Source: an optimization exercise on an open RTL-to-GDS flow (aim: small area, a short achievable clock period and few clock cycles per item). Production flows keep margins and buffers that such runs may drop. At most, simulation tests tie the RTL to the original design; equivalence was not proved. The RTL of run 3 was laid out without a check of its function. Power figures rest on the tool's default switching activity, not on a simulated workload.

### design/flow/config.mk
export PLATFORM = sky130hd
export DESIGN_NAME = alu_multi_cycle
export DESIGN_NICKNAME = alu_multi_cycle
export VERILOG_FILES = /design/flow/design.v
export SDC_FILE = /design/flow/constraint.sdc
export NUM_CORES = 4
export LEC_CHECK = 0
export CAP_MARGIN = 10
export CORE_MARGIN = 2
export CORE_UTILIZATION = 40
export CTS_BUF_LIST = sky130_fd_sc_hd__clkbuf_4 sky130_fd_sc_hd__clkbuf_8
export SLEW_MARGIN = 10
export SETUP_SLACK_MARGIN = 5.75
export BUFFER_PORTS_ARGS = -buffer_cell sky130_fd_sc_hd__buf_2
### design/flow/constraint.sdc
create_clock -name core_clock -period 10.0 [get_ports {clk}]
set_input_delay 2.0000 -clock core_clock [delete_from_list [all_inputs] [get_ports {clk}]]
set_output_delay 2.0000 -clock core_clock [all_outputs]
set_load 0.01 [all_outputs]
### design/flow/design.v
module alu_multi_cycle #(
    parameter OPERAND_BUS_WIDTH = 8,
    parameter OPERAND_MAX_DATA_WIDTH = 32,
    parameter RESULT_BUS_WIDTH = 16,
    parameter RESULT_MAX_DATA_WIDTH = 64
) (
    input   wire                            clk,
    input   wire                            rst,  
    input   wire                            operand_valid,
    input   wire [2:0]                      op,
    input   wire [OPERAND_BUS_WIDTH-1:0]    a,
    input   wire [OPERAND_BUS_WIDTH-1:0]    b,
    input   wire                            operand_last,
    output  reg                             ready,
    output  reg                             result_valid,
    output  reg  [RESULT_BUS_WIDTH-1:0]     result,
    output  reg                             result_last,
    output  reg                             result_rst
);
    reg [31:0] opa;       
    reg [31:0] opb;       
    reg        cy;        
    reg [2:0]  opc;       
    reg [1:0]  nb;        
    reg        s_recv;    
    reg        s_full;    
    reg        m_busy;    
    reg [2:0]  didx;      
    reg [1:0]  d_one, d_two, d_neg;    
    reg        d_top;     
    reg [63:0] o;         
    wire flush = !rst || (operand_valid && op == 3'b111);
    always @(*) result = o[15:0];
    wire is_mul  = (opc == 3'b100);
    wire o_free  = !m_busy && (!result_valid || result_last);
    wire xfer    = s_full && o_free;
    wire step    = m_busy || (xfer && is_mul);
    wire m_done  = (didx == 3'd0);
    wire accept  = operand_valid && ready;
    wire first   = !s_recv;
    wire lastb   = operand_last || !first && nb == 2'd3;
    wire o_hi0   = (o[63:32] == 32'd0);
    wire [2:0] cur_op = first ? op : opc;
    wire       cin    = !first && cy;
    wire [9:0] bsum_x = {1'b0, a, 1'b1} + {1'b0, b, cin};
    wire [8:0] bsum   = bsum_x[9:1];
    reg  [7:0] rbyte;
    reg        rcarry;
    always @(*) begin
        rcarry = 1'b0;
        case (cur_op)
            3'b001: {rcarry, rbyte} = bsum;
            3'b010: rbyte = a & b;
            3'b011: rbyte = a ^ b;
            3'b100: rbyte = a;
            default: rbyte = 8'd0;
        endcase
    end
    function automatic [6:0] benc(input [4:0] x);    
        integer m;
        reg b2, b1, b0;
        begin
            benc = 7'd0;
            for (m = 0; m < 2; m = m + 1) begin
                b2 = x[2*m+2]; b1 = x[2*m+1]; b0 = x[2*m];
                benc[m]   = b1 ^ b0;
                benc[2+m] = (b2 & !b1 & !b0) | (!b2 & b1 & b0);
                benc[4+m] = b2 & !(b1 & b0);
            end
            benc[6] = x[4];
        end
    endfunction
    wire [2:0] nd_idx = didx - 3'd1;
    wire [4:0] nd_x   = {opa[{nd_idx, 2'b00} +: 4], (nd_idx == 3'd0) ? 1'b0 : opa[{nd_idx, 2'b00} - 1]};
    wire [4:0] fd_x   = {a[7:4], a[3]};
    function automatic [41:0] add42(input [41:0] x, input [41:0] y);
        reg [41:0] g, p, g0, p0;
        integer i, l, j;
        begin
            g0 = x & y;
            p0 = x ^ y;
            g = g0;
            p = p0;
            for (l = 0; l < 6; l = l + 1) begin
                for (i = 41; i >= 0; i = i - 1) begin
                    if ((i >> l) & 1) begin
                        j = ((i >> l) << l) - 1;
                        g[i] = g[i] | (p[i] & g[j]);
                        p[i] = p[i] & p[j];
                    end
                end
            end
            add42[0] = p0[0];
            for (i = 1; i < 42; i = i + 1) add42[i] = p0[i] ^ g[i-1];
        end
    endfunction
    wire [32:0] pp0 = (({33{d_one[0]}} & {1'b0, opb}) | ({33{d_two[0]}} & {opb, 1'b0})) ^ {33{d_neg[0]}};
    wire [32:0] pp1 = (({33{d_one[1]}} & {1'b0, opb}) | ({33{d_two[1]}} & {opb, 1'b0})) ^ {33{d_neg[1]}};
    wire [41:0] row0 = {6'b111111, !d_neg[0], d_neg[0], d_neg[0], pp0};
    wire [41:0] row1 = {6'd0, !d_neg[1], pp1, 2'b00};
    wire [39:0] accl = m_busy ? {o[35:0], 4'd0} : (d_top ? {4'd0, opb, 4'd0} : 40'd0);
    wire [41:0] arow = {2'd0, accl[39:4], 1'b0, d_neg[1], 1'b0, d_neg[0]};
    wire [41:0] c1s  = row0 ^ row1 ^ arow;
    wire [41:0] c1c  = ((row0 & row1) | (row0 & arow) | (row1 & arow)) << 1;
    wire [41:0] lsum = add42(c1s, c1c);
    wire [23:0] acch = m_busy ? o[59:36] : 24'd0;
    wire [23:0] hinc = acch + 24'd1;
    wire [23:0] hdec = acch - 24'd1;
    wire [23:0] hsum = lsum[41] ? hdec : (lsum[40] ? hinc : acch);
    wire [63:0] macc = {hsum, lsum[39:0]};
    always @(posedge clk) begin
        if (step)
            o <= macc;
        else if (xfer)
            o <= {31'd0, cy && nb == 2'd0, opa[31:25], opa[24] | (cy && nb == 2'd3),
                  opa[23:17], opa[16] | (cy && nb == 2'd2), opa[15:9], opa[8] | (cy && nb == 2'd1), opa[7:0]};
        else
            o <= {16'd0, o[63:16]};
    end
    always @(posedge clk) begin
        if (accept) begin
            cy <= rcarry;
            if (first) begin
                opa <= {24'd0, rbyte};
                opb <= {24'd0, b};
            end else begin
                case (nb)
                    2'd1: begin opa[15:8]  <= rbyte; opb[15:8]  <= b; end
                    2'd2: begin opa[23:16] <= rbyte; opb[23:16] <= b; end
                    default: begin opa[31:24] <= rbyte; opb[31:24] <= b; end
                endcase
            end
        end
    end
    reg        s_recv_n, s_full_n, m_busy_n, rv_n, rl_n;
    reg [2:0]  didx_n, opc_n;
    reg [1:0]  nb_n;
    reg [6:0]  dsel_n;
    always @(*) begin
        s_recv_n = s_recv;
        s_full_n = s_full;
        m_busy_n = m_busy;
        didx_n   = didx;
        opc_n    = opc;
        nb_n     = nb;
        dsel_n   = {d_top, d_neg, d_two, d_one};
        if (result_valid && !result_last) begin
            rv_n = 1'b1;
            rl_n = o_hi0;
        end else begin
            rv_n = 1'b0;
            rl_n = 1'b0;
        end
        if (step) begin
            didx_n   = nd_idx;
            dsel_n   = benc(nd_x);
            m_busy_n = !m_done;
            if (m_done) begin
                s_full_n = 1'b0;
                rv_n     = 1'b1;
                rl_n     = 1'b0;
            end
        end else if (xfer) begin
            s_full_n = 1'b0;
            rv_n     = 1'b1;
            rl_n     = 1'b0;
        end
        if (accept) begin
            if (first) begin
                opc_n = op;
                nb_n  = 2'd1;
                if (op != 3'b000) begin
                    if (operand_last) s_full_n = 1'b1;
                    else              s_recv_n = 1'b1;
                end
            end else begin
                nb_n = nb + 2'd1;
                if (lastb) begin
                    s_recv_n = 1'b0;
                    s_full_n = 1'b1;
                end
            end
            if (lastb) begin
                didx_n = {nb, 1'b1} & {first ? 2'b00 : 2'b11, 1'b1};
                dsel_n = benc(fd_x);
            end
        end
        if (flush) begin
            s_recv_n = 1'b0;
            s_full_n = 1'b0;
            m_busy_n = 1'b0;
            rv_n     = 1'b0;
            rl_n     = 1'b0;
        end
    end
    wire o_free_n = !m_busy_n && (!rv_n || rl_n);
    wire ready_n  = !s_full_n || (o_free_n && opc_n != 3'b100) || (m_busy_n && didx_n == 3'd0);
    always @(posedge clk) begin
        s_recv       <= s_recv_n;
        s_full       <= s_full_n;
        m_busy       <= m_busy_n;
        didx         <= didx_n;
        opc          <= opc_n;
        nb           <= nb_n;
        {d_top, d_neg, d_two, d_one} <= dsel_n;
        result_valid <= rv_n;
        result_last  <= rl_n;
        ready        <= ready_n;
        result_rst   <= flush;
    end
endmodule
### design/flow/flow/run.sh
#!/bin/bash
set -e
echo "export SETUP_SLACK_MARGIN = 5.75" >> config.mk
echo "export BUFFER_PORTS_ARGS = -buffer_cell sky130_fd_sc_hd__buf_2" >> config.mk
bash standard.sh > standard.log 2>&1
### design/flow/standard.sh
#!/bin/bash
# synth_recipe.tcl (not shown) runs the flow's synth.tcl, then flattens the netlist and writes it again
# the make line also repeats each setting of config.mk as NAME=value (left out here)
make -C /OpenROAD-flow-scripts/flow DESIGN_CONFIG=/design/flow/config.mk WORK_HOME=/design/flow/orfs CLKGATE_MAP_FILE= SYNTH_SCRIPT=/design/flow/synth_recipe.tcl "${@:-finish}"
==> results.yml, run 1 <==
timing:
  final.min_clock_period_ns: 4.130
  fin_tns_setup_ns: 0
  worst_slew_margin_rel_pct: 32.53
  hold_viol: 0
  timing_worst_slew_pin_value_ns: 1.011
  final_min_period_over_clock_period_pct: 41.30
  peak_freq_ghz: 0.2422
  finalClockSkew_ns: 0.02043
  timing.final.max_slew_violations: 0
  unrepaired_setup_endpoints_after_global_routing: "true"
  setup_viol_count_final: 0
synthesis:
  yosysWarnings: 1
  seq_area_frac_synth_pct: 32.33
  async_flop_share_pct: 0
  synth.largest_area_cell: "edfxtp_1"
  synth.cell_area_um2: 11430
  yosys.area.top_type_share_pct: 17.61
  yosys.cell_types.count: 73
  flops_latches_synth: 151
  post_synth_most_frequent_cells: "a22oi_1 (121), nand2_1 (98), xnor2_1 (89)"
  yosys_most_used_dff: "dfxtp_1"
  syn-num-nets: 1367
  synth_edf_count: 67
  number_of_instances_in_the_synthesized_netlist: 1244
  postSynthAreaPerCell_um2: 9.185
  synth_top_cells_by_area: "edfxtp_1 (18%), dfxtp_1 (15%), a22oi_1 (8.0%)"
  synth_most_common_cell: "a22oi_1"
clock_tree:
  clkTransAtPathRegs_ns: 0.10
  cts-buffers-inserted: 17
  cts_tree: "done"
  clk-insertion-delay-late_ns: 0.48
  clock_tree.htree_level_count: 4
  clockRootBuffer: "clkbuf_8"
  numClockSinks: 151
  cts-hold-fix-buffers: 0
  clock_tree.buffer_depth: 2
detailed_routing:
  final_routed_wire_length_divided_by_cell_count_um: 22.17
  routed_wl_um: 36660
  vias_per_cell: 6.036
  vias: 9984
  detail_route.first_pass.iterations: 8
  drt_first_iter_violations: 1083
  post-route-drc-count: 0
  postRouteAntennaNets: 0
setup_path:
  endpoint: "o[60]$_SDFF_PP0_"
  cpMostUsedCell: "nand3_1"
  cp_slowest_stage_delay_ns: 0.51
  cp-startpoint: "m_busy$_DFF_P_"
  worst_r2r_endpoint: "o[60]$_SDFF_PP0_"
  critical_path_cell_count: 14
  critPathLaunchType: "flip-flop"
  worstPathMaxFanout: 16
  r2r_slack_ns: 5.87
  arrival_ns: 4.54
  slowest_cell_on_the_critical_path: "fa_1"
  reg2reg_depth: 14
  critical_path_buf_inv_count: 2
  worst_r2r_startpoint: "m_busy$_DFF_P_"
  cp_cell_sequence: "nor2b_4 > buf_12 > a22o_1 > fa_1 > ha_1 > nand4_1 > nor4_2 > nand3_1 > nor3_1 > o21ai_2 > buf_4 > a21o_1 > or4_1 > nand3_1"
  critPathCaptureType: "flip-flop"
  critPathTopFamily: "simple AND/OR/NAND/NOR gates"
  timing_worst_setup_path_type: "flip-flop to flip-flop"
  worstPathRequired_ns: 10.41
place:
  dp_hpwl_um: 26110
  finalWeightedCongestion: 0.9178
  dpl_cell_area_um2: 11850
  port_buffers: 42
power_and_ir_drop:
  cellLeakagePower_nw: 5.129
  fin_total_pwr_mw: 3.105
  p_per_area_nw_per_um2: 243.7
  irDropWorstVdd_mv: 0.09767
global_routing:
  antenna_found_initial: 0
  overall_fraction_of_global_route_tracks_in_use_pct: 23.76
  grt_max_degree: 65
  grt.overflow.total: 0
  first_global_vias: 9360
  grt_pass1_wl_um: 55410
floorplanning:
  initial_core_util_pct: 40.90
  die_area_um2: 29930
  coreArea_um2: 27930
  num_rows: 61
  io_pins: 43
  die_height_um: 173.0
  chipWidth_um: 173.0
final_layout:
  finalInstanceArea_um2: 12740
  finish.net_count: 1386
  n_antenna_cell: 0
  area_delta_synth_final_pct: 11.48
  drive_above_1_share_pct: 14.18
  fill_cells: 2731
run:
  cap_violations: 0
status:
  outcome: "finished clean"
worst_hold_path:
  min_path_type: "flip-flop to flip-flop"
## area by class of cell
class                   count  area, um^2  area share (%)
flip-flops and latches    151        3715           29.17
well taps                 378       473.0           3.713
clock buffers              18       241.5           1.896
multi-input cells         924        7192           56.46
repair buffers             84       665.6           5.226
clock inverters            14       118.9          0.9332
inverters                  85       331.6           2.603
## cell usage in the layout, fill, tap and decap left out, types with 6 or more instances in the layout
master    netlist  layout
o21a_1          6       6
edfxtp_1       67      67
nor3_1         15      13
and2_1         23      23
a21o_1         21      21
clkinv_4        0       6
nand2b_1       10      10
o21ai_0        81      76
buf_4          16      31
nor2b_1        11      10
nand2_1        98      97
o211ai_1        8       8
mux2i_1        14      14
or3_1          14      14
nand3_1        25      25
clkbuf_8        0      17
o21ai_1         2       7
inv_1          83      83
nor2_1         56      51
nand4_1        13      13
nor4_1          9       8
dfxtp_1        84      77
a31oi_1        12      12
ha_1           63      63
buf_2           2      42
o31ai_1         8       7
fa_1           37      37
xor2_1         21      21
a22o_1         11      11
a22oi_1       121     114
mux2_2          7       7
a22oi_2         0       7
mux4_2          9       9
xnor2_1        89      89
o21bai_1        8       8
a21oi_1        54      49
## worst min-delay path by stage
stage,start,to,slack [ns],depth (start not counted)
4_1_cts,opa[26]$_SDFFCE_PN0P_,o[26]$_DFF_P_,0.52,2
3_5_place_dp,o[61]$_SDFF_PP0_,o[45]$_DFF_P_,0.50,2
2_1_floorplan,o[63]$_SDFF_PP0_,o[47]$_DFF_P_,0.43,2
6_report,opa[22]$_SDFFCE_PN0P_,o[22]$_DFF_P_,0.52,2
3_3_place_gp,opa[26]$_SDFFCE_PN0P_,o[26]$_DFF_P_,0.50,2
5_1_grt,opa[26]$_SDFFCE_PN0P_,o[26]$_DFF_P_,0.54,2
## stage by stage
step | setup WS (ns) | utilization [%] | std cells | hold WS (ns)
4_1_cts | 5.753 | 44.31 | 1634 | 0.5202
3_5_place_dp | 4.802 | 42.42 | 1592 | 0.4995
3_3_place_gp | 4.906 | 42.42 | 1592 | 0.5022
5_1_grt | 5.693 | 45.60 | 1654 | 0.5434
6_report | 5.870 | 45.60 | 1654 | 0.5237
2_1_floorplan | 5.772 | - | 1244 | 0.4280
## what timing repair did
item,4_1_cts,5_1_grt
pin swaps,1,7
setup buffers,9,17
setup endpoints to repair,56,40
gates cloned,1,2
resized for setup,24,38
## routing by layer
metal  up-vias  routed length, um  part of all wire, %  global-route usage (%)
met3        77               3321                  9.1                   4.332
met1      4812              15720                   43                   33.04
li1       4566                  -                    -                       -
met4         0               1118                  3.0                   8.016
met5         -                  0                    0                       0
met2       529              16510                   45                   37.25
## power breakdown
group	internal (mW)	switching, mW
Sequential	0.711	0.0811
Combinational	0.783	1.08
Clock	0.180	0.273
## registers in the layout, summed over array words and instances (netlist names)
signal,flops
s_recv,1
result_last,1
cy,1
opa,32
o,64
ready,1
d_top,1
s_full,1
result_valid,1
d_two,2
opb,32
d_neg,2
result_rst,1
nb,2
didx,3
d_one,2
m_busy,1
opc,3
## kinds of logic (layout without fill, tap and decap cells)
logic type                 count (synthesis)  in the layout  synth area share [%]
and+or+nand+nor                          305            306                 13.37
buffers and inverters                    170            201                 6.198
DFF                                      151            151                 32.33
muxes                                     30             30                 3.690
adders and majority gates                100            100                 13.38
AOI/OAI and AO/OA                        377            377                 22.39
xor gates and xnor gates                 111            111                 8.640
## tightest hold or removal path: stages, from the launching register on
cell,delay [ns]
edfxtp_1,0.34
a22oi_1,0.08
o21ai_0,0.08
Testbench counts, summed over its fixed seeds: cycles 31,033, items 8,000.
==> run 2: changes to the inputs <==
--- a/design/flow/config.mk
+++ b/design/flow/config.mk
@@ -7,3 +7,3 @@
 export LEC_CHECK = 0
-export CAP_MARGIN = 10
+export CAP_MARGIN = 20
 export CORE_MARGIN = 2
@@ -11,3 +11,3 @@
 export CTS_BUF_LIST = sky130_fd_sc_hd__clkbuf_4 sky130_fd_sc_hd__clkbuf_8
-export SLEW_MARGIN = 10
+export SLEW_MARGIN = 20
 export SETUP_SLACK_MARGIN = 5.75
==> results.yml, run 2 <==
timing:
  unrepaired_setup_endpoints_after_global_routing: "false"
  setup_viol_count_final: 0
  timing.final.max_slew_violations: 0
  finalClockSkew_ns: 0.02398
  timing_worst_slew_pin_value_ns: 1.021
  fin_tns_setup_ns: 0
  hold_ws_ns: 0.5206
  final.min_clock_period_ns: 4.143
  hold_viol: 0
  final_min_period_over_clock_period_pct: 41.43
  worst_slew_margin_rel_pct: 31.83
  peak_freq_ghz: 0.2414
  worst_slack_ns: 5.857
clock_tree:
  clk-insertion-delay-late_ns: 0.48
  clockRootBuffer: "clkbuf_8"
  clock_tree.buffer_depth: 2
  clock_tree.htree_level_count: 4
  cts_tree: "done"
  clkTransAtPathRegs_ns: 0.10
  cts-buffers-inserted: 17
  numClockSinks: 151
global_routing:
  overall_fraction_of_global_route_tracks_in_use_pct: 23.78
  grt.overflow.total: 0
  grt_max_degree: 65
  grt_pass1_wl_um: 55750
  antenna_found_initial: 0
  first_global_vias: 9324
setup_path:
  critPathLaunchType: "flip-flop"
  cp_cell_sequence: "buf_12 > nor2b_4 > buf_12 > a22oi_1 > fa_1 > inv_1 > ha_1 > nand4_1 > nor4_4 > nand3_2 > o211ai_1 > o21ai_2 > buf_4 > a21o_1 > or4_1 > nand3_1"
  critPathCaptureType: "flip-flop"
  critical_path_buf_inv_count: 4
  critPathTopFamily: "simple AND/OR/NAND/NOR gates"
  slowest_cell_on_the_critical_path: "fa_1"
  cp_slowest_stage_delay_ns: 0.55
  arrival_ns: 4.55
  cpMostUsedCell: "buf_12"
  worstPathMaxFanout: 16
  worstPathRequired_ns: 10.40
  timing_worst_setup_path_type: "flip-flop to flip-flop"
synthesis:
  synth.largest_area_cell: "edfxtp_1"
  async_flop_share_pct: 0
  postSynthAreaPerCell_um2: 9.185
  synth_top_cells_by_area: "edfxtp_1 (18%), dfxtp_1 (15%), a22oi_1 (8.0%)"
  number_of_instances_in_the_synthesized_netlist: 1244
  yosys.cell_types.count: 73
  yosys.area.top_type_share_pct: 17.61
  yosysWarnings: 1
  flops_latches_synth: 151
  synth_edf_count: 67
  post_synth_most_frequent_cells: "a22oi_1 (121), nand2_1 (98), xnor2_1 (89)"
  synth_most_common_cell: "a22oi_1"
  seq_area_frac_synth_pct: 32.33
  synth.cell_area_um2: 11430
  syn-num-nets: 1367
  yosys_most_used_dff: "dfxtp_1"
detailed_routing:
  routed_wl_um: 36240
  final_routed_wire_length_divided_by_cell_count_um: 21.97
  postRouteAntennaNets: 0
  drt_first_iter_violations: 1047
  detail_route.first_pass.iterations: 6
  post-route-drc-count: 0
  vias: 9983
  vias_per_cell: 6.054
final_layout:
  finalInstanceArea_um2: 12720
  drive_above_1_share_pct: 14.08
  layout.cells.most_common_list: "a22oi_1 (119), nand2_1 (97), xnor2_1 (89), inv_1 (82), dfxtp_1 (78)"
  area_delta_synth_final_pct: 11.33
  registers.top_by_ff_count: "o"
  n_antenna_cell: 0
  largest_reg_flops: 64
  largestRegisters: "o: 64 flops, opa: 32 flops, opb: 32 flops"
  finish.net_count: 1381
  mostFrequentLayoutCell: "a22oi_1"
floorplanning:
  die_height_um: 173.0
  chipWidth_um: 173.0
  initial_core_util_pct: 40.90
  io_pins: 43
  num_rows: 61
  coreArea_um2: 27930
  die_area_um2: 29930
worst_hold_path:
  min_path_type: "flip-flop to flip-flop"
power_and_ir_drop:
  irDropWorstVdd_mv: 0.1009
  cellLeakagePower_nw: 5.104
  p_per_area_nw_per_um2: 245.8
place:
  dpl_cell_area_um2: 11850
  port_buffers: 42
  finalWeightedCongestion: 0.9178
  pre_cts_slack_ns: 4.786
  dp_hpwl_um: 26090
status:
  outcome: "finished clean"
run:
  cap_violations: 0
==> run 2: cell count changes in the layout (fill, tap and decap cells not counted), sizes merged <==
cell    delta
buf        -3
clkbuf     -2
==> run 2: final timing paths <==
| kind | startpoint | cells past startpoint | to | slack (ns) |
|---|---|---|---|---|
| setup / recovery | m_busy$_DFF_P_ | 16 | o[60]$_SDFF_PP0_ | 5.86 |
| hold / removal | opa[26]$_SDFFCE_PN0P_ | 2 | o[26]$_DFF_P_ | 0.52 |
| setup reg to reg | m_busy$_DFF_P_ | 16 | o[60]$_SDFF_PP0_ | 5.86 |
| hold reg to reg | opa[26]$_SDFFCE_PN0P_ | 2 | o[26]$_DFF_P_ | 0.52 |
==> run 2: kinds of logic after synthesis <==
kind of cell	Yosys count	share of synthesized area, %
compound gates	377	22.39
xor+xnor	111	8.640
fa+ha+maj	100	13.38
buf+inv	170	6.198
flops	151	32.33
mux	30	3.690
simple gates	305	13.37
==> run 2: through the flow <==
stage | utilization (%) | total power, mW | instances
2_1_floorplan | - | 2.087 | 1244
3_3_place_gp | 42.42 | 2.495 | 1592
3_5_place_dp | 42.43 | 2.507 | 1592
4_1_cts | 44.44 | 2.987 | 1635
5_1_grt | 45.54 | 3.347 | 1649
6_report | 45.54 | 3.127 | 1649
==> run 2: where the power goes <==
part           switching (mW)  internal [mW]  total [mW]
clock                   0.268          0.180       0.448
sequential             0.0800          0.711       0.791
combinational            1.09          0.797        1.89
==> run 2: cell type report <==
class / count / area, um^2
Fill cell: 2718 / 15210
Multi-Input combinational cell: 924 / 7229
Sequential cell: 151 / 3714
Timing Repair Buffer: 79 / 613.1
Tap cell: 378 / 473.0
Inverter: 85 / 331.6
Clock buffer: 18 / 241.5
Clock inverter: 14 / 118.9
==> run 2: repair_timing <==
item                       CTS  global route
setup endpoints to repair   56            41
cloned                       1             0
gates resized for setup     24            41
pin swaps                    1             6
hold endpoints to repair     0             0
setup buffers               10            14
hold buffers                 0             0
==> run 2: worst register-to-register path, cell delays in order (launching register included) <==
cell and delay (ns):
dfxtp_4 0.38, buf_12 0.15, nor2b_4 0.13, buf_12 0.17
a22oi_1 0.11, fa_1 0.55, inv_1 0.04, ha_1 0.34
nand4_1 0.24, nor4_4 0.33, nand3_2 0.15, o211ai_1 0.30
o21ai_2 0.14, buf_4 0.21, a21o_1 0.23, or4_1 0.50
nand3_1 0.13
==> run 2: routing by layer <==
metal	share of wire [%]	routed length (um)	global-route usage (%)
met4	2.2	783	6.321
met5	0	0	0
met2	46	16550	37.70
met1	44	15940	33.91
met3	8.2	2964	3.496
==> run 3: changes to the inputs <==
--- a/design/flow/design.v
+++ b/design/flow/design.v
@@ -31,2 +31,3 @@
     reg [63:0] o;         
+    reg [1:0]  corr;      
     wire flush = !rst || (operand_valid && op == 3'b111);
@@ -41,3 +42,5 @@
     wire lastb   = operand_last || !first && nb == 2'd3;
-    wire o_hi0   = (o[63:32] == 32'd0);
+    wire [23:0] ohi  = o[63:40];
+    wire [23:0] ofix = corr[1] ? ohi - 24'd1 : (corr[0] ? ohi + 24'd1 : ohi);
+    wire o_hi0   = ({ofix, o[39:32]} == 32'd0);
     wire [2:0] cur_op = first ? op : opc;
@@ -105,7 +108,4 @@
     wire [41:0] lsum = add42(c1s, c1c);
-    wire [23:0] acch = m_busy ? o[59:36] : 24'd0;
-    wire [23:0] hinc = acch + 24'd1;
-    wire [23:0] hdec = acch - 24'd1;
-    wire [23:0] hsum = lsum[41] ? hdec : (lsum[40] ? hinc : acch);
-    wire [63:0] macc = {hsum, lsum[39:0]};
+    wire [23:0] acch = m_busy ? {ofix[19:0], o[39:36]} : 24'd0;
+    wire [63:0] macc = {acch, lsum[39:0]};
     always @(posedge clk) begin
@@ -117,3 +117,7 @@
         else
-            o <= {16'd0, o[63:16]};
+            o <= {16'd0, ofix, o[39:16]};
+        if (flush || !step)
+            corr <= 2'b00;
+        else
+            corr <= lsum[41:40];
     end
==> results.yml, run 3 <==
final_layout:
  layoutNonFillerInstCount: 1586
  drive_above_1_share_pct: 11.34
  finish.net_count: 1318
  area_delta_synth_final_pct: 8.433
  mostFrequentLayoutCell: "nand2_1"
  fill_cells: 2684
  layout.cells.most_common_list: "nand2_1 (116), xnor2_1 (103), dfxtp_1 (84), a22oi_1 (78)"
  largest_reg_flops: 64
  n_antenna_cell: 0
  largestRegisters: "o: 64 flops, opa: 32 flops, opb: 32 flops"
  registers.top_by_ff_count: "o"
synthesis:
  synth_compound_area_share_pct: 18.92
  synth.cell_area_um2: 11220
  synthesized_area_fraction_occupied_by_and_or_nand_nor_cells_pct: 15.53
  synthAdderAreaFrac_pct: 13.63
  yosys.cell_types.count: 75
  synth.largest_area_cell: "edfxtp_1"
  synth_top_cells_by_area: "edfxtp_1 (18%), dfxtp_1 (15%), xnor2_1 (8.0%)"
  synth_top_family_by_area: "compound AO/OA/AOI/OAI gates"
  flops_latches_synth: 153
  post_synth_most_frequent_cells: "nand2_1 (116), xnor2_1 (103), dfxtp_1 (86)"
  synth_edf_count: 67
  yosys.area.top_type_share_pct: 17.94
  yosysWarnings: 1
  post_synth_xor_area_fraction_pct: 10.04
  synth_most_common_cell: "nand2_1"
  syn-num-nets: 1322
  number_of_instances_in_the_synthesized_netlist: 1199
  synth_mux_area_share_pct: 3.391
  yosys_most_used_dff: "dfxtp_1"
  async_flop_share_pct: 0
  postSynthAreaPerCell_um2: 9.355
  seq_area_frac_synth_pct: 33.28
clock_tree:
  clkTransAtPathRegs_ns: 0.11
  numClockSinks: 153
  clock_tree.buffer_depth: 2
  clockRootBuffer: "clkbuf_8"
  clk-insertion-delay-late_ns: 0.47
  cts_tree: "done"
  clock_tree.htree_level_count: 4
  cts-buffers-inserted: 17
setup_path:
  r2r_slack_ns: 5.83
  arrival_ns: 4.54
  worstPathRequired_ns: 10.37
  worst_r2r_startpoint: "m_busy$_DFF_P_"
  cp_cell_sequence: "clkbuf_8 > a22o_1 > fa_1 > ha_1 > a21oi_1 > o21ai_0 > o41ai_2 > o21ai_0 > a221oi_2 > o21ai_1 > a21oi_1 > o21bai_1 > mux2_1"
  worstPathMaxFanout: 60
  slowest_cell_on_the_critical_path: "fa_1"
  reg2reg_depth: 13
  critical_path_buf_inv_count: 1
  critPathTopFamily: "compound AO/OA/AOI/OAI gates"
  cp_slowest_stage_delay_ns: 0.52
  worst_r2r_endpoint: "corr[0]$_SDFF_PP0_"
  timing_worst_setup_path_type: "flip-flop to flip-flop"
  critPathLaunchType: "flip-flop"
  critPathCaptureType: "flip-flop"
  critical_path_cell_count: 13
global_routing:
  overall_fraction_of_global_route_tracks_in_use_pct: 23.20
  antenna_found_initial: 0
  first_global_vias: 8692
  grt_pass1_wl_um: 51840
  grt_max_degree: 61
  grt.overflow.total: 0
timing:
  final.min_clock_period_ns: 4.173
  fin_tns_setup_ns: 0
  worst_slew_margin_rel_pct: 40.39
  unrepaired_setup_endpoints_after_global_routing: "true"
  setup_viol_count_final: 0
  finalClockSkew_ns: 0.01994
  timing_worst_slew_pin_value_ns: 0.8912
  hold_viol: 0
  timing.final.max_slew_violations: 0
  peak_freq_ghz: 0.2396
  final_min_period_over_clock_period_pct: 41.73
worst_hold_path:
  hold_path_depth: 2
  min_path_type: "flip-flop to flip-flop"
  whs_endpoint: "o[13]$_DFF_P_"
  hold_path.startpoint: "o[29]$_DFF_P_"
floorplanning:
  initial_core_util_pct: 40.49
  die_area_um2: 29400
  chipWidth_um: 171.5
  io_pins: 43
  die_height_um: 171.5
  coreArea_um2: 27710
  num_rows: 61
detailed_routing:
  detail_route.first_pass.iterations: 6
  vias_per_cell: 5.831
  post-route-drc-count: 0
  detailroute.wirelength.met3_um: 2072
  routed_wl_um: 33200
  wirelength_met1_um: 15150
  postRouteAntennaNets: 0
  drt_first_iter_violations: 1059
  final_routed_wire_length_divided_by_cell_count_um: 20.94
  routed_met2_length_um: 15310
  highest_layer: "met4"
  vias: 9248
place:
  finalWeightedCongestion: 0.8983
  port_buffers: 42
  placedCellCount: 1552
  dp_hpwl_um: 24810
status:
  outcome: "finished clean"
power_and_ir_drop:
  cellLeakagePower_nw: 4.804
  p_per_area_nw_per_um2: 278.6
  irDropWorstVdd_mv: 0.1559
run:
  cap_violations: 0
[run 3: changes by cell type after synthesis, moves of 14 or more]
| cell | delta |
|---|---|
| nand2_1 | +18 |
| xnor2_1 | +14 |
| inv_1 | -39 |
| a22oi_1 | -43 |
| o21ai_0 | -24 |
| a22o_1 | +17 |
[run 3: metal layers]
layer  track usage, %  vias up
met1            33.51     4520
li1                 -     4331
met5                0        -
met3            2.669       44
met4            6.780        0
met2            36.55      353
[run 3: per-stage QoR]
stage	area [um^2]	power [mW]	setup WS, ns	utilization, %	hold WS, ns
4_1_cts	12100	3.337	5.668	43.67	0.5201
3_5_place_dp	11640	2.788	5.030	42.00	0.5102
2_1_floorplan	11220	2.352	5.785	-	0.4413
3_3_place_gp	11640	2.780	5.163	42.00	0.5061
6_report	12160	3.389	5.827	43.90	0.5208
5_1_grt	12160	3.643	5.676	43.90	0.5487
[run 3: report_power, final]
group | total [mW] | switching, mW | internal (mW)
Combinational | 2.06 | 1.18 | 0.882
Sequential | 0.812 | 0.0816 | 0.730
Clock | 0.520 | 0.278 | 0.241
Total | 3.39 | 1.54 | 1.85
[run 3: worst min-delay path, delay by kind of cell (launching register included)]
kind             cells  cell delay (ns)
AND/OR/NAND/NOR      1             0.07
AO/OA/AOI/OAI        1             0.07
flip-flops           1             0.35
[run 3: layout make-up]
class | count | area [um^2] | share of cell area (%)
sequential | 153 | 3739 | 30.74
timing repair buffer | 61 | 414.1 | 3.405
multi-input combinational | 915 | 6938 | 57.04
inverter | 47 | 176.4 | 1.450
clock buffer | 18 | 247.7 | 2.037
tap | 378 | 473.0 | 3.888
clock inverter | 14 | 175.2 | 1.440
[run 3: worst max path at each step]
stage	start	end
floorplan	d_neg[1]$_DFF_P_	corr[0]$_SDFF_PP0_
global placement	d_neg[0]$_DFF_P_	corr[0]$_SDFF_PP0_
detailed placement	d_neg[0]$_DFF_P_	corr[0]$_SDFF_PP0_
CTS	d_top$_DFF_P_	corr[0]$_SDFF_PP0_
global route	d_top$_DFF_P_	corr[0]$_SDFF_PP0_
finish	m_busy$_DFF_P_	corr[0]$_SDFF_PP0_
[run 3: cell families after synthesis]
group / after synthesis
compound gates: 317
xor+xnor: 127
buf+inv: 131
simple gates: 345
mux: 26
fa+ha+maj: 100
flops: 153
[run 3: what timing repair did]
action | 4_1_cts | 5_1_grt
resized for setup | 6 | 17
hold buffers | 0 | 0
setup endpoints to repair | 25 | 12
buffers inserted | 1 | 1
==> run 4: changes to the inputs <==
--- a/design/flow/design.v
+++ b/design/flow/design.v
@@ -103,3 +103,3 @@
     wire [41:0] row1 = {6'd0, !d_neg[1], pp1, 2'b00};
-    wire [39:0] accl = m_busy ? {o[35:0], 4'd0} : (d_top ? {4'd0, opb, 4'd0} : 40'd0);
+    wire [39:0] accl = {o[35:16], o[15:0] & {16{m_busy}}, 4'd0} | {4'd0, opb & {32{d_top}}, 4'd0};
     wire [41:0] arow = {2'd0, accl[39:4], 1'b0, d_neg[1], 1'b0, d_neg[0]};
@@ -108,3 +108,3 @@
     wire [41:0] lsum = add42(c1s, c1c);
-    wire [23:0] acch = m_busy ? {ofix[19:0], o[39:36]} : 24'd0;
+    wire [23:0] acch = {ofix[19:0], o[39:36]};
     wire [63:0] macc = {acch, lsum[39:0]};
@@ -116,2 +116,4 @@
                   opa[23:17], opa[16] | (cy && nb == 2'd2), opa[15:9], opa[8] | (cy && nb == 2'd1), opa[7:0]};
+        else if (result_rst)
+            o <= 64'd0;      
         else
@@ -159,3 +161,3 @@
             didx_n   = nd_idx;
-            dsel_n   = benc(nd_x);
+            dsel_n   = benc(nd_x) & 7'b0111111;
             m_busy_n = !m_done;
@@ -199,4 +201,23 @@
     end
-    wire o_free_n = !m_busy_n && (!rv_n || rl_n);
-    wire ready_n  = !s_full_n || (o_free_n && opc_n != 3'b100) || (m_busy_n && didx_n == 3'd0);
+    reg rv_k, rl_k;
+    always @(*) begin
+        if (step && m_done || xfer && !is_mul) begin
+            rv_k = 1'b1;
+            rl_k = 1'b0;
+        end else if (result_valid && !result_last) begin
+            rv_k = 1'b1;
+            rl_k = o_hi0;
+        end else begin
+            rv_k = 1'b0;
+            rl_k = 1'b0;
+        end
+    end
+    wire mb_k     = step ? !m_done : m_busy;
+    wire mdone_k  = step && !m_done && didx == 3'd1;
+    wire o_free_k = !mb_k && (!rv_k || rl_k);
+    wire s_keep   = s_full && !(xfer && !is_mul) && !(step && m_done);
+    wire comp     = accept && (first ? (op != 3'b000 && operand_last) : lastb);
+    wire newmul   = (cur_op == 3'b100);
+    wire ready_n  = flush || (comp ? (!newmul && o_free_k) || mdone_k
+                                   : !s_keep || (!is_mul && o_free_k) || mdone_k);
     always @(posedge clk) begin
==> results.yml, run 4 <==
setup_path:
  slowest_cell_on_the_critical_path: "fa_1"
  critPathTopFamily: "adder cells"
  timing_worst_setup_path_type: "flip-flop to flip-flop"
  critical_path_buf_inv_count: 1
  worst_r2r_endpoint: "o[33]$_DFF_P_"
  cp_slowest_stage_delay_ns: 0.49
  r2r_slack_ns: 5.92
  worstPathMaxFanout: 32
  reg2reg_depth: 15
  arrival_ns: 4.42
  critPathCaptureType: "flip-flop"
  worstPathRequired_ns: 10.34
  worst_r2r_startpoint: "d_two[1]$_DFF_P_"
  cp_cell_sequence: "buf_6 > a22oi_1 > xnor2_1 > fa_1 > ha_1 > a21o_1 > a21o_1 > a2111o_1 > nand4_1 > nand2_2 > nand4_1 > nand2_1 > fa_1 > xnor2_1 > o22ai_1"
  critPathLaunchType: "flip-flop"
global_routing:
  overall_fraction_of_global_route_tracks_in_use_pct: 22.66
  globalRoute.busiestLayer: "met2"
  groute.layer.met3.usage_pct: 2.791
  first_global_vias: 8543
  grt_max_degree: 51
  met1_usage_pct: 31.23
  global_route.usage.met2_pct: 36.51
  grt_pass1_wl_um: 49990
  grt.overflow.total: 0
  antenna_found_initial: 0
synthesis:
  syn-num-nets: 1289
  post_synth_most_frequent_cells: "a22oi_1 (94), inv_1 (90), dfxtp_1 (83)"
  synth.largest_area_cell: "edfxtp_1"
  number_of_instances_in_the_synthesized_netlist: 1164
  synth_most_common_cell: "a22oi_1"
  synth.cell_area_um2: 11090
  synth_top_cells_by_area: "edfxtp_1 (19%), dfxtp_1 (15%), ha_1 (7.3%)"
  async_flop_share_pct: 0
  postSynthAreaPerCell_um2: 9.525
  synth_edf_count: 70
  yosys.cell_types.count: 74
  yosys.area.top_type_share_pct: 18.96
  seq_area_frac_synth_pct: 33.95
  yosysWarnings: 1
  flops_latches_synth: 153
  yosys_most_used_dff: "dfxtp_1"
clock_tree:
  numClockSinks: 153
  cts-buffers-inserted: 17
  clock_tree.htree_level_count: 4
  clkTransAtPathRegs_ns: 0.10
  cts_tree: "done"
  clk-insertion-delay-late_ns: 0.49
  clock_tree.buffer_depth: 2
  clockRootBuffer: "clkbuf_8"
detailed_routing:
  drt_first_iter_violations: 880
  post-route-drc-count: 0
  routed_wl_um: 32510
  vias_per_cell: 5.830
  detail_route.first_pass.iterations: 6
  final_routed_wire_length_divided_by_cell_count_um: 21.06
  vias: 9001
  postRouteAntennaNets: 0
timing:
  hold_ws_ns: 0.5208
  timing.final.max_slew_violations: 0
  worst_slack_ns: 5.920
  worst_slew_margin_rel_pct: 34.75
  unrepaired_setup_endpoints_after_global_routing: "true"
  timing_worst_slew_pin_value_ns: 0.9767
  fin_tns_setup_ns: 0
  hold_viol: 0
  setup_viol_count_final: 0
  final.min_clock_period_ns: 4.080
  final_min_period_over_clock_period_pct: 40.80
  peak_freq_ghz: 0.2451
  finalClockSkew_ns: 0.02933
final_layout:
  fill_cells: 2629
  sequential_cell_area_um2: 3772
  registers.top_by_ff_count: "o"
  layoutNonFillerInstCount: 1544
  finish.net_count: 1284
  combined_area_of_the_multi_input_logic_cells_um2: 6666
  finalInstanceArea_um2: 11990
  mostFrequentLayoutCell: "a22oi_1"
  final_core_utilization_pct: 44.23
  area_delta_synth_final_pct: 8.125
  layout.cells.most_common_list: "a22oi_1 (94), inv_1 (90), dfxtp_1 (80), edfxtp_1 (70), nand2_1 (68)"
  drive_above_1_share_pct: 11.26
  largestRegisters: "o: 64 flops, opa: 32 flops, opb: 32 flops"
  largest_reg_flops: 64
  n_antenna_cell: 0
floorplanning:
  coreArea_um2: 27100
  initial_core_util_pct: 40.91
  die_height_um: 170.5
  num_rows: 60
  die_area_um2: 29070
  chipWidth_um: 170.5
  io_pins: 43
worst_hold_path:
  hold_path_depth: 2
  whs_endpoint: "o[43]$_DFF_P_"
  min_path_type: "flip-flop to flip-flop"
  hold_path.startpoint: "o[39]$_DFF_P_"
place:
  dpl_cell_area_um2: 11520
  port_buffers: 42
  dp_hpwl_um: 24200
  placedCellCount: 1510
  pre_cts_slack_ns: 5.371
  finalWeightedCongestion: 0.9337
power_and_ir_drop:
  cellLeakagePower_nw: 4.850
  irDropWorstVdd_mv: 0.1555
  p_per_area_nw_per_um2: 274.7
  fin_total_pwr_mw: 3.293
status:
  outcome: "finished clean"
run:
  cap_violations: 0
run 4: layout make-up:
class,instances,share of cell area (%)
clock buffer,18,2.014
timing repair buffer,56,2.891
inverter,90,2.818
tap,372,3.883
clock inverter,14,1.315
sequential,153,31.47
multi-input combinational,841,55.61
run 4: tightest hold or removal path: cells and delay by family, from the launching register on:
kind	cells	cell delay (ns)
flops	1	0.35
simple gates	1	0.06
compound gates	1	0.06
run 4: what timing repair did:
item | CTS | global route
hold buffers | 0 | 0
gates resized for setup | 4 | 6
setup buffers | 0 | 2
hold endpoints to repair | 0 | 0
setup endpoints to repair | 19 | 15
run 4: worst max-delay path by stage:
stage	from	to	slack (ns)	depth (start not counted)
2_1_floorplan	d_neg[0]$_DFF_P_	o[33]$_DFF_P_	5.77	15
4_1_cts	d_one[1]$_DFF_P_	o[33]$_DFF_P_	5.78	15
3_5_place_dp	a[0]	opa[31]$_SDFFCE_PN0P_	5.37	11
3_3_place_gp	d_one[0]$_DFF_P_	o[36]$_DFF_P_	5.23	14
5_1_grt	d_two[1]$_DFF_P_	o[33]$_DFF_P_	5.69	15
6_report	d_two[1]$_DFF_P_	o[33]$_DFF_P_	5.92	15
run 4: per-layer routing:
layer | wire [um] | share of wire [%]
met1 | 14260 | 44
met2 | 15230 | 47
met3 | 1988 | 6.1
met4 | 1026 | 3.2
met5 | 0 | 0
run 4: power breakdown:
group          internal [mW]  switching (mW)  leakage (nW)
registers              0.728          0.0853          1.38
logic                  0.828            1.16          3.27
clock network          0.211           0.283         0.200
total                   1.77            1.53          4.85
run 4: kinds of logic after synthesis:
kind of cell | after synthesis | synth area share, %
DFF | 153 | 33.95
adders and majority gates | 102 | 14.02
and+or+nand+nor | 268 | 12.53
buffers and inverters | 170 | 6.331
muxes | 26 | 3.442
AOI/OAI and AO/OA | 323 | 19.98
xor gates and xnor gates | 122 | 9.762
Testbench counts of run 4, summed over its fixed seeds: cycles 31,033, items 8,000.
==> run 5: changes to the inputs <==
==> design/flow/flow/run.sh (replaced) <==
#!/bin/bash
set -e
echo "export SETUP_SLACK_MARGIN = 6.25" >> config.mk
echo "export BUFFER_PORTS_ARGS = -buffer_cell sky130_fd_sc_hd__buf_2" >> config.mk
bash standard.sh > standard.log 2>&1
--- a/design/flow/config.mk
+++ b/design/flow/config.mk
@@ -12,3 +12,3 @@
 export SLEW_MARGIN = 20
-export SETUP_SLACK_MARGIN = 5.75
+export SETUP_SLACK_MARGIN = 6.25
 export BUFFER_PORTS_ARGS = -buffer_cell sky130_fd_sc_hd__buf_2
==> results.yml, run 5 <==
status:
  outcome: "finished clean"
detailed_routing:
  wirelength_met1_um: 14990
  routed_met2_length_um: 16330
  routed_wl_um: 34940
  drt_first_iter_violations: 945
  vias: 9489
  detailroute.wirelength.met3_um: 2213
  highest_layer: "met4"
  detail_route.first_pass.iterations: 7
  postRouteAntennaNets: 0
  final_routed_wire_length_divided_by_cell_count_um: 21.89
  vias_per_cell: 5.945
  post-route-drc-count: 0
synthesis:
  synth_top_family_by_area: "compound AO/OA/AOI/OAI gates"
  syn-num-nets: 1289
  number_of_instances_in_the_synthesized_netlist: 1164
  synth_top_cells_by_area: "edfxtp_1 (19%), dfxtp_1 (15%), ha_1 (7.3%)"
  yosys.area.top_type_share_pct: 18.96
  postSynthAreaPerCell_um2: 9.525
  synth_mux_area_share_pct: 3.442
  yosys.cell_types.count: 74
  post_synth_xor_area_fraction_pct: 9.762
  synth.largest_area_cell: "edfxtp_1"
  synth_compound_area_share_pct: 19.98
  synthAdderAreaFrac_pct: 14.02
  synth_most_common_cell: "a22oi_1"
  synth.cell_area_um2: 11090
  synth_edf_count: 70
  yosys_most_used_dff: "dfxtp_1"
  seq_area_frac_synth_pct: 33.95
  flops_latches_synth: 153
  post_synth_most_frequent_cells: "a22oi_1 (94), inv_1 (90), dfxtp_1 (83)"
  async_flop_share_pct: 0
  yosysWarnings: 1
  synthesized_area_fraction_occupied_by_and_or_nand_nor_cells_pct: 12.53
timing:
  timing_worst_slew_pin_value_ns: 1.100
  hold_viol: 0
  hold_ws_ns: 0.4880
  worst_slew_margin_rel_pct: 26.58
  final.min_clock_period_ns: 3.827
  timing.final.max_slew_violations: 0
  unrepaired_setup_endpoints_after_global_routing: "true"
  setup_viol_count_final: 0
  final_min_period_over_clock_period_pct: 38.27
  fin_tns_setup_ns: 0
  finalClockSkew_ns: 0.02710
  peak_freq_ghz: 0.2613
clock_tree:
  clockRootBuffer: "clkbuf_8"
  cts-buffers-inserted: 17
  clock_tree.buffer_depth: 2
  cts-hold-fix-buffers: 0
  clkTransAtPathRegs_ns: 0.09
  clock_tree.htree_level_count: 4
  clk-insertion-delay-late_ns: 0.48
  cts_tree: "done"
  numClockSinks: 153
power_and_ir_drop:
  clkPwrFrac_pct: 12.9
  cellLeakagePower_nw: 5.246
  p_comb_share_pct: 65.6
  p_per_area_nw_per_um2: 287.0
  sw_frac_of_total_pct: 45.48
  p_switching_mw: 1.713
  sequentialPowerShare_pct: 21.6
  irDropWorstVdd_mv: 0.1448
  total_internal_power_mw: 2.053
run:
  cap_violations: 0
setup_path:
  reg2reg_depth: 11
  worst_r2r_endpoint: "o[8]$_DFF_P_"
  slowest_cell_on_the_critical_path: "fa_2"
  critPathLaunchType: "input pin"
  worst_r2r_startpoint: "d_one[0]$_DFF_P_"
  timing_worst_setup_path_type: "input pin to flip-flop"
  cp_cell_sequence: "buf_12 > fa_2 > a21o_1 > a21oi_2 > o21bai_1 > a21o_1 > a21o_1 > a21oi_2 > xnor2_1 > nand3_1 > a311oi_2 > buf_4"
  worstPathRequired_ns: 10.34
  critical_path_buf_inv_count: 2
  critical_path_cell_count: 12
  cp_slowest_stage_delay_ns: 0.36
  critPathTopFamily: "compound AO/OA/AOI/OAI gates"
  cpMostUsedCell: "a21o_1"
  critPathCaptureType: "flip-flop"
  worstPathMaxFanout: 4
  arrival_ns: 4.17
  r2r_slack_ns: 6.24
worst_hold_path:
  hold_path_depth: 2
  min_path_type: "flip-flop to flip-flop"
  whs_endpoint: "o[26]$_DFF_P_"
  hold_path.startpoint: "opa[26]$_SDFFCE_PN0P_"
global_routing:
  grt_max_degree: 59
  overall_fraction_of_global_route_tracks_in_use_pct: 23.76
  antenna_found_initial: 0
  first_global_vias: 8940
  grt_pass1_wl_um: 52250
  grt.overflow.total: 0
final_layout:
  largestRegisters: "o: 64 flops, opa: 32 flops, opb: 32 flops"
  largest_reg_flops: 64
  mostFrequentLayoutCell: "inv_1"
  layoutNonFillerInstCount: 1596
  layout.cells.most_common_list: "inv_1 (85), dfxtp_1 (74), a22oi_1 (71), edfxtp_1 (70), nand2_1 (67)"
  area_delta_synth_final_pct: 18.36
  drive_above_1_share_pct: 21.73
  fill_cells: 2506
  registers.top_by_ff_count: "o"
  finish.net_count: 1336
  n_antenna_cell: 0
floorplanning:
  initial_core_util_pct: 40.91
  die_area_um2: 29070
  io_pins: 43
  die_height_um: 170.5
  chipWidth_um: 170.5
  coreArea_um2: 27100
  num_rows: 60
place:
  dp_hpwl_um: 24380
  placedCellCount: 1509
  finalWeightedCongestion: 0.9090
  port_buffers: 42
## run 5: logic make-up (layout without fill, tap and decap cells)
family | Yosys count | count (layout)
compound gates | 323 | 323
simple gates | 268 | 268
buf+inv | 170 | 230
flops | 153 | 153
xor+xnor | 122 | 122
fa+ha+maj | 102 | 102
mux | 26 | 26
## run 5: stage by stage
step	setup WS, ns	power (mW)	util [%]	area, um^2
finish	6.173	3.766	48.42	13120
global route	6.041	4.024	48.42	13120
CTS	6.240	3.447	46.22	12530
detailed placement	5.458	2.775	42.63	11550
global placement	5.524	2.753	42.63	11550
floorplan	6.111	2.295	-	11150
## run 5: layout make-up
class	instances	area [um^2]	share of cell area, %
clock buffers	19	255.2	1.945
clock inverters	13	131.4	1.001
inverters	90	337.8	2.574
multi-input cells	841	7173	54.66
flip-flops and latches	153	3785	28.84
well taps	372	465.4	3.547
repair buffers	108	974.7	7.428
## run 5: repair_timing
item / 4_1_cts / 5_1_grt
cloned: 4 / 1
pin swaps: 15 / 56
endpoints found under the setup margin: 52 / 46
resized for setup: 56 / 80
buffers inserted: 26 / 24
## run 5: how the worst max path moves through the flow
| stage | start | endpoint | slack, ns |
|---|---|---|---|
| after floorplan | a[0] | opa[15]$_SDFFCE_PN0P_ | 6.11 |
| after global placement | m_busy$_SDFF_PP0_ | o[36]$_DFF_P_ | 5.52 |
| after detailed placement | m_busy$_SDFF_PP0_ | o[36]$_DFF_P_ | 5.46 |
| after CTS | opb[11]$_SDFFCE_PN0P_ | o[36]$_DFF_P_ | 6.24 |
| after global routing | d_two[1]$_DFF_P_ | o[36]$_DFF_P_ | 6.04 |
| final | b[0] | opa[23]$_SDFFCE_PN0P_ | 6.17 |
## run 5: metal layers
metal | global-route usage, % | vias to the layer above
met5 | 0 | -
met4 | 10.44 | 0
met3 | 3.744 | 77
met2 | 37.79 | 415
met1 | 32.01 | 4678
li1 | - | 4319
## run 5: worst register-to-register path, cell delays in order (launching register included)
cell and delay [ns]:
dfxtp_4 0.39, buf_12 0.15, a22oi_2 0.23, xnor2_2 0.11, fa_1 0.50, ha_1 0.31
a21o_1 0.16, a21o_1 0.17, a2111o_1 0.45, nand2_1 0.18, fa_1 0.52, o221ai_1 0.46
## run 5: power groups by stage
stage / Combinational (mW) / Sequential, mW / Clock (mW)
after floorplan: 1.52 / 0.773 / 0
after global placement: 1.93 / 0.826 / 0
after detailed placement: 1.95 / 0.826 / 0
after CTS: 2.15 / 0.813 / 0.487
after global routing: 2.70 / 0.816 / 0.513
final: 2.47 / 0.812 / 0.484
==> run 6: changes to the inputs <==
==> design/flow/flow/run.sh (replaced) <==
#!/bin/bash
set -e
echo "export SETUP_SLACK_MARGIN = 6.0" >> config.mk
echo "export BUFFER_PORTS_ARGS = -buffer_cell sky130_fd_sc_hd__buf_2" >> config.mk
bash standard.sh > standard.log 2>&1
--- a/design/flow/config.mk
+++ b/design/flow/config.mk
@@ -11,4 +11,5 @@
 export CTS_BUF_LIST = sky130_fd_sc_hd__clkbuf_4 sky130_fd_sc_hd__clkbuf_8
+export PLACE_DENSITY = 0.5
 export SLEW_MARGIN = 20
-export SETUP_SLACK_MARGIN = 6.25
+export SETUP_SLACK_MARGIN = 6.0
 export BUFFER_PORTS_ARGS = -buffer_cell sky130_fd_sc_hd__buf_2
==> results.yml, run 6 <==
floorplanning:
  chipWidth_um: 170.5
  die_area_um2: 29070
  initial_core_util_pct: 40.91
  coreArea_um2: 27100
  io_pins: 43
  num_rows: 60
  die_height_um: 170.5
global_routing:
  antenna_found_initial: 0
  grt_max_degree: 39
  grt_pass1_wl_um: 51850
  first_global_vias: 8492
  overall_fraction_of_global_route_tracks_in_use_pct: 23.84
  grt.overflow.total: 0
synthesis:
  synth_top_cells_by_area: "edfxtp_1 (19%), dfxtp_1 (15%), ha_1 (7.3%)"
  synth.cell_area_um2: 11090
  synth.largest_area_cell: "edfxtp_1"
  synth_most_common_cell: "a22oi_1"
  syn-num-nets: 1289
  yosys_most_used_dff: "dfxtp_1"
  yosysWarnings: 1
  yosys.area.top_type_share_pct: 18.96
  postSynthAreaPerCell_um2: 9.525
  number_of_instances_in_the_synthesized_netlist: 1164
  seq_area_frac_synth_pct: 33.95
  async_flop_share_pct: 0
  flops_latches_synth: 153
  synth_edf_count: 70
  yosys.cell_types.count: 74
  post_synth_most_frequent_cells: "a22oi_1 (94), inv_1 (90), dfxtp_1 (83)"
run:
  cap_violations: 0
timing:
  setup_viol_count_final: 0
  timing_worst_slew_pin_value_ns: 1.011
  final_min_period_over_clock_period_pct: 39.01
  timing.final.max_slew_violations: 0
  peak_freq_ghz: 0.2564
  worst_slack_ns: 6.099
  hold_ws_ns: 0.5061
  hold_viol: 0
  unrepaired_setup_endpoints_after_global_routing: "true"
  fin_tns_setup_ns: 0
  worst_slew_margin_rel_pct: 32.46
  final.min_clock_period_ns: 3.901
  finalClockSkew_ns: 0.02400
detailed_routing:
  drt_first_iter_violations: 859
  vias: 8914
  final_routed_wire_length_divided_by_cell_count_um: 21.98
  routed_wl_um: 34270
  post-route-drc-count: 0
  detail_route.first_pass.iterations: 5
  vias_per_cell: 5.718
  postRouteAntennaNets: 0
clock_tree:
  cts-buffers-inserted: 17
  cts-hold-fix-buffers: 0
  numClockSinks: 153
  clock_tree.buffer_depth: 2
  clock_tree.htree_level_count: 4
  clkTransAtPathRegs_ns: 0.10
  clk-insertion-delay-late_ns: 0.47
  cts_tree: "done"
  clockRootBuffer: "clkbuf_8"
place:
  finalWeightedCongestion: 0.8532
  pre_cts_slack_ns: 5.429
  placedCellCount: 1513
  dpl_cell_area_um2: 11550
  port_buffers: 42
  dp_hpwl_um: 25290
setup_path:
  slowest_cell_on_the_critical_path: "fa_1"
  worstPathMaxFanout: 17
  cp_slowest_stage_delay_ns: 0.62
  critPathCaptureType: "flip-flop"
  timing_worst_setup_path_type: "flip-flop to flip-flop"
  arrival_ns: 4.27
  cp_cell_sequence: "buf_12 > a22oi_2 > xnor2_1 > fa_1 > ha_1 > a21o_1 > a21o_1 > a2111o_1 > nand3_1 > o211ai_1 > a21o_1 > a31oi_1 > mux2_2 > o21ai_0"
  cpMostUsedCell: "a21o_1"
  reg2reg_depth: 14
  r2r_slack_ns: 6.10
  worstPathRequired_ns: 10.37
  worst_r2r_endpoint: "o[19]$_DFF_P_"
  critPathLaunchType: "flip-flop"
  worst_r2r_startpoint: "d_two[0]$_DFF_P_"
final_layout:
  registers.top_by_ff_count: "o"
  finalInstanceArea_um2: 12310
  sequential_cell_area_um2: 3782
  combined_area_of_the_multi_input_logic_cells_um2: 6792
  n_antenna_cell: 0
  mostFrequentLayoutCell: "inv_1"
  drive_above_1_share_pct: 14.41
  area_delta_synth_final_pct: 11.05
  fill_cells: 2659
  largestRegisters: "o: 64 flops, opa: 32 flops, opb: 32 flops"
  layout.cells.most_common_list: "inv_1 (90), a22oi_1 (87), dfxtp_1 (76), edfxtp_1 (70), nand2_1 (67)"
  finish.net_count: 1299
  layoutNonFillerInstCount: 1559
  largest_reg_flops: 64
  final_core_utilization_pct: 45.43
worst_hold_path:
  whs_endpoint: "corr[1]$_SDFF_PP0_"
  hold_path_depth: 1
  hold_path.startpoint: "o[35]$_DFF_P_"
  min_path_type: "flip-flop to flip-flop"
power_and_ir_drop:
  irDropWorstVdd_mv: 0.1258
  cellLeakagePower_nw: 4.948
  fin_total_pwr_mw: 3.459
  p_per_area_nw_per_um2: 280.9
status:
  outcome: "finished clean"
[run 6: cell counts after synthesis]
Identical to the previous run, type by type.
[run 6: final cells by class]
| type | count | area share, % |
|---|---|---|
| multi-input combinational | 841 | 55.16 |
| sequential | 153 | 30.72 |
| timing repair buffer | 71 | 4.624 |
| tap | 372 | 3.780 |
| inverter | 90 | 2.744 |
| clock buffer | 19 | 2.073 |
| clock inverter | 13 | 0.8943 |
[run 6: metal layers]
| layer | routed length [um] | up-vias | global-route usage [%] |
|---|---|---|---|
| li1 | - | 4249 | - |
| met5 | 0 | - | 0 |
| met2 | 16090 | 277 | 38.71 |
| met1 | 15780 | 4353 | 33.20 |
| met3 | 1654 | 35 | 3.233 |
| met4 | 745 | 0 | 6.875 |
[run 6: cells by family after synthesis]
kind of cell / after synthesis / share of synthesized area [%]
and+or+nand+nor: 268 / 12.53
xor gates and xnor gates: 122 / 9.762
muxes: 26 / 3.442
adders and majority gates: 102 / 14.02
DFF: 153 / 33.95
buffers and inverters: 170 / 6.331
AOI/OAI and AO/OA: 323 / 19.98
[run 6: worst max-delay path by stage]
stage / from / depth (start not counted) / endpoint / slack [ns]
5_1_grt: opb[11]$_SDFFCE_PN0P_ / 16 / o[32]$_DFF_P_ / 5.95
3_5_place_dp: d_one[0]$_DFF_P_ / 14 / o[36]$_DFF_P_ / 5.43
6_report: d_two[0]$_DFF_P_ / 14 / o[19]$_DFF_P_ / 6.10
2_1_floorplan: d_neg[0]$_DFF_P_ / 15 / o[33]$_DFF_P_ / 6.04
4_1_cts: d_one[1]$_DFF_P_ / 15 / o[33]$_DFF_P_ / 6.05
3_3_place_gp: d_one[0]$_DFF_P_ / 15 / o[36]$_DFF_P_ / 5.44
[run 6: worst max-delay path: cells and delay by family (launching register included)]
kind	cells	cell delay, ns
compound gates	8	1.74
xor+xnor	1	0.12
fa+ha+maj	2	0.88
buf+inv	1	0.16
flops	1	0.38
mux	1	0.39
simple gates	1	0.13
[run 6: report_power, final]
part,leakage (nW),total [mW],internal (mW),switching (mW)
Sequential,1.38,0.809,0.729,0.0798
Combinational,3.39,2.19,0.914,1.28
Clock,0.177,0.460,0.188,0.272
Total,4.95,3.46,1.83,1.63
[run 6: repair_timing]
action / 4_1_cts / 5_1_grt
resized for setup: 23 / 34
pin swaps: 3 / 15
setup buffers: 1 / 10
endpoints found under the setup margin: 27 / 37
gates cloned: 0 / 3
==> run 7: changes to the inputs <==
--- a/design/flow/config.mk
+++ b/design/flow/config.mk
@@ -11,3 +11,3 @@
 export CTS_BUF_LIST = sky130_fd_sc_hd__clkbuf_4 sky130_fd_sc_hd__clkbuf_8
-export PLACE_DENSITY = 0.5
+export PLACE_DENSITY = 0.7
 export SLEW_MARGIN = 20
==> results.yml, run 7 <==
synthesis:
  yosys.cell_types.count: 74
  yosys.area.top_type_share_pct: 18.96
  synth.cell_area_um2: 11090
  postSynthAreaPerCell_um2: 9.525
  yosysWarnings: 1
  number_of_instances_in_the_synthesized_netlist: 1164
  syn-num-nets: 1289
  async_flop_share_pct: 0
  yosys_most_used_dff: "dfxtp_1"
  synth.largest_area_cell: "edfxtp_1"
  flops_latches_synth: 153
  synth_top_cells_by_area: "edfxtp_1 (19%), dfxtp_1 (15%), ha_1 (7.3%)"
  post_synth_most_frequent_cells: "a22oi_1 (94), inv_1 (90), dfxtp_1 (83)"
  seq_area_frac_synth_pct: 33.95
  synth_most_common_cell: "a22oi_1"
  synth_edf_count: 70
global_routing:
  antenna_found_initial: 0
  grt_max_degree: 40
  overall_fraction_of_global_route_tracks_in_use_pct: 22.29
  grt_pass1_wl_um: 49870
  first_global_vias: 8890
  grt.overflow.total: 0
setup_path:
  arrival_ns: 4.23
  worst_r2r_endpoint: "o[32]$_DFF_P_"
  critPathLaunchType: "flip-flop"
  timing_worst_setup_path_type: "flip-flop to flip-flop"
  critPathCaptureType: "flip-flop"
  worstPathMaxFanout: 24
  endpoint: "o[32]$_DFF_P_"
  reg2reg_depth: 15
  r2r_slack_ns: 6.10
  worstPathRequired_ns: 10.33
  worst_r2r_startpoint: "m_busy$_SDFF_PP0_"
  cp-startpoint: "m_busy$_SDFF_PP0_"
power_and_ir_drop:
  p_per_area_nw_per_um2: 276.3
  cellLeakagePower_nw: 4.997
  fin_total_pwr_mw: 3.424
  irDropWorstVdd_mv: 0.1360
clock_tree:
  cts-buffers-inserted: 17
  numClockSinks: 153
  clockRootBuffer: "clkbuf_8"
  clk-insertion-delay-late_ns: 0.48
  cts_tree: "done"
  clock_tree.htree_level_count: 4
  clock_tree.buffer_depth: 2
  clkTransAtPathRegs_ns: 0.09
timing:
  final.min_clock_period_ns: 3.895
  final_min_period_over_clock_period_pct: 38.95
  fin_tns_setup_ns: 0
  hold_ws_ns: 0.5029
  timing.final.max_slew_violations: 0
  peak_freq_ghz: 0.2567
  setup_viol_count_final: 0
  worst_slew_margin_rel_pct: 31.41
  finalClockSkew_ns: 0.01424
  timing_worst_slew_pin_value_ns: 1.028
  hold_viol: 0
  unrepaired_setup_endpoints_after_global_routing: "true"
floorplanning:
  coreArea_um2: 27100
  die_height_um: 170.5
  num_rows: 60
  initial_core_util_pct: 40.91
  chipWidth_um: 170.5
  die_area_um2: 29070
  io_pins: 43
worst_hold_path:
  min_path_type: "flip-flop to flip-flop"
detailed_routing:
  drt_first_iter_violations: 975
  routed_wl_um: 32480
  vias_per_cell: 5.942
  post-route-drc-count: 0
  detail_route.first_pass.iterations: 5
  vias: 9293
  final_routed_wire_length_divided_by_cell_count_um: 20.77
  postRouteAntennaNets: 0
final_layout:
  mostFrequentLayoutCell: "inv_1"
  largest_reg_flops: 64
  fill_cells: 2538
  registers.top_by_ff_count: "o"
  finish.net_count: 1304
  n_antenna_cell: 0
  layout.cells.most_common_list: "inv_1 (90), a22oi_1 (85), dfxtp_1 (76), edfxtp_1 (70), nand2_1 (68)"
  area_delta_synth_final_pct: 11.76
  largestRegisters: "o: 64 flops, opa: 32 flops, opb: 32 flops"
  drive_above_1_share_pct: 14.77
place:
  finalWeightedCongestion: 0.9559
  port_buffers: 42
  dp_hpwl_um: 23400
status:
  outcome: "finished clean"
run:
  cap_violations: 0
[run 7: cell counts after synthesis]
Identical to the previous run, type by type.
[run 7: stage by stage]
step / util, % / setup WS [ns] / cells / area (um^2)
after floorplan: - / 6.039 / 1164 / 11110
after global placement: 42.62 / 5.661 / 1512 / 11550
after detailed placement: 42.62 / 5.622 / 1512 / 11550
after CTS: 44.36 / 6.008 / 1544 / 12020
after global routing: 45.72 / 5.917 / 1564 / 12390
final: 45.72 / 6.105 / 1564 / 12390
[run 7: final cells by class]
| class | instances | area, um^2 | area share [%] |
|---|---|---|---|
| inverters | 90 | 337.8 | 2.726 |
| flip-flops and latches | 153 | 3785 | 30.55 |
| multi-input cells | 841 | 6792 | 54.81 |
| well taps | 372 | 465.4 | 3.756 |
| clock buffers | 19 | 255.2 | 2.060 |
| repair buffers | 76 | 613.1 | 4.948 |
| clock inverters | 13 | 142.6 | 1.151 |
[run 7: how the worst min path moves through the flow]
stage / from / cells after the start / slack (ns) / to
3_5_place_dp: opa[26]$_SDFFCE_PN0P_ / 2 / 0.47 / o[26]$_DFF_P_
6_report: opa[26]$_SDFFCE_PN0P_ / 2 / 0.50 / o[26]$_DFF_P_
4_1_cts: opa[26]$_SDFFCE_PN0P_ / 2 / 0.49 / o[26]$_DFF_P_
5_1_grt: o[35]$_DFF_P_ / 1 / 0.53 / corr[1]$_SDFF_PP0_
3_3_place_gp: opa[26]$_SDFFCE_PN0P_ / 2 / 0.46 / o[26]$_DFF_P_
2_1_floorplan: o[35]$_DFF_P_ / 1 / 0.43 / corr[1]$_SDFF_PP0_
[run 7: what timing repair did]
item                       in CTS  in global routing
hold buffers                    0                  0
hold endpoints to repair        0                  0
cloned                          0                  4
setup endpoints to repair      19                 33
gates resized for setup        19                 40
buffers inserted                0                 16
pin swaps                       1                 11
[run 7: cells by family after synthesis]
logic type               share of synthesized area [%]
adder cells (fa/ha/maj)                          14.02
AO/OA/AOI/OAI                                    19.98
flip-flops                                       33.95
multiplexers                                     3.442
XOR/XNOR                                         9.762
AND/OR/NAND/NOR                                  12.53
buffers and inverters                            6.331
[run 7: routing by layer]
| layer | vias up | wire length [um] | GRT usage, % |
|---|---|---|---|
| met5 | - | 0 | 0 |
| li1 | 4249 | - | - |
| met1 | 4521 | 13590 | 29.77 |
| met4 | 0 | 1386 | 11.19 |
| met2 | 449 | 14930 | 35.31 |
| met3 | 74 | 2565 | 3.256 |
[run 7: worst max-delay path, stage by stage (launching register included)]
cell	delay, ns
dfxtp_1	0.31
buf_4	0.31
a22oi_1	0.24
fa_1	0.52
inv_1	0.04
ha_1	0.33
and4_1	0.21
a2111o_1	0.49
nand4_1	0.18
buf_4	0.15
nand2_4	0.07
nand4_1	0.11
nand2_1	0.08
fa_1	0.49
nand2_1	0.12
o21ai_0	0.10
[run 7: report_power, final]
group / switching [mW] / internal [mW]
logic: 1.22 / 0.907
clock network: 0.259 / 0.233
registers: 0.0784 / 0.729
total: 1.55 / 1.87

==> afterwards: timing with drivers on the ports <==
Ports are ideal in the flow. The routed layouts listed here were re-timed in OpenROAD. Step 1, drivers: a clkbuf_16 drives clk and a buf_2 each remaining input, both assumed. Step 2 also shifts input and output timing later by t, the mid clock arrival at the registers, as if the neighbouring blocks saw the same clock. Three values: no drivers, after step 1, after step 2; two values: the first two.
run | t (ns) | setup WS [ns] | slew at the worst register clock pin (ns)
run 1 | 0.516 | 5.870 / 5.870 / 5.544 | 0.11 / 0.11
run 2 | 0.511 | 5.857 / 5.857 / 5.524 | 0.11 / 0.11
run 3 | 0.498 | 5.827 / 5.827 / 5.484 | 0.11 / 0.11
run 4 | 0.510 | 5.920 / 5.920 / 5.481 | 0.12 / 0.12
run 5 | 0.504 | 6.173 / 6.168 / 5.663 | 0.11 / 0.11
run 6 | 0.508 | 6.099 / 6.099 / 5.643 | 0.10 / 0.10
run 7 | 0.512 | 6.105 / 6.105 / 5.657 | 0.10 / 0.10
After both steps every run listed still meets setup and hold. For run 5, which loses most, drivers alone change the setup slack by -0.005 ns; drivers and shift together by -0.510 ns.
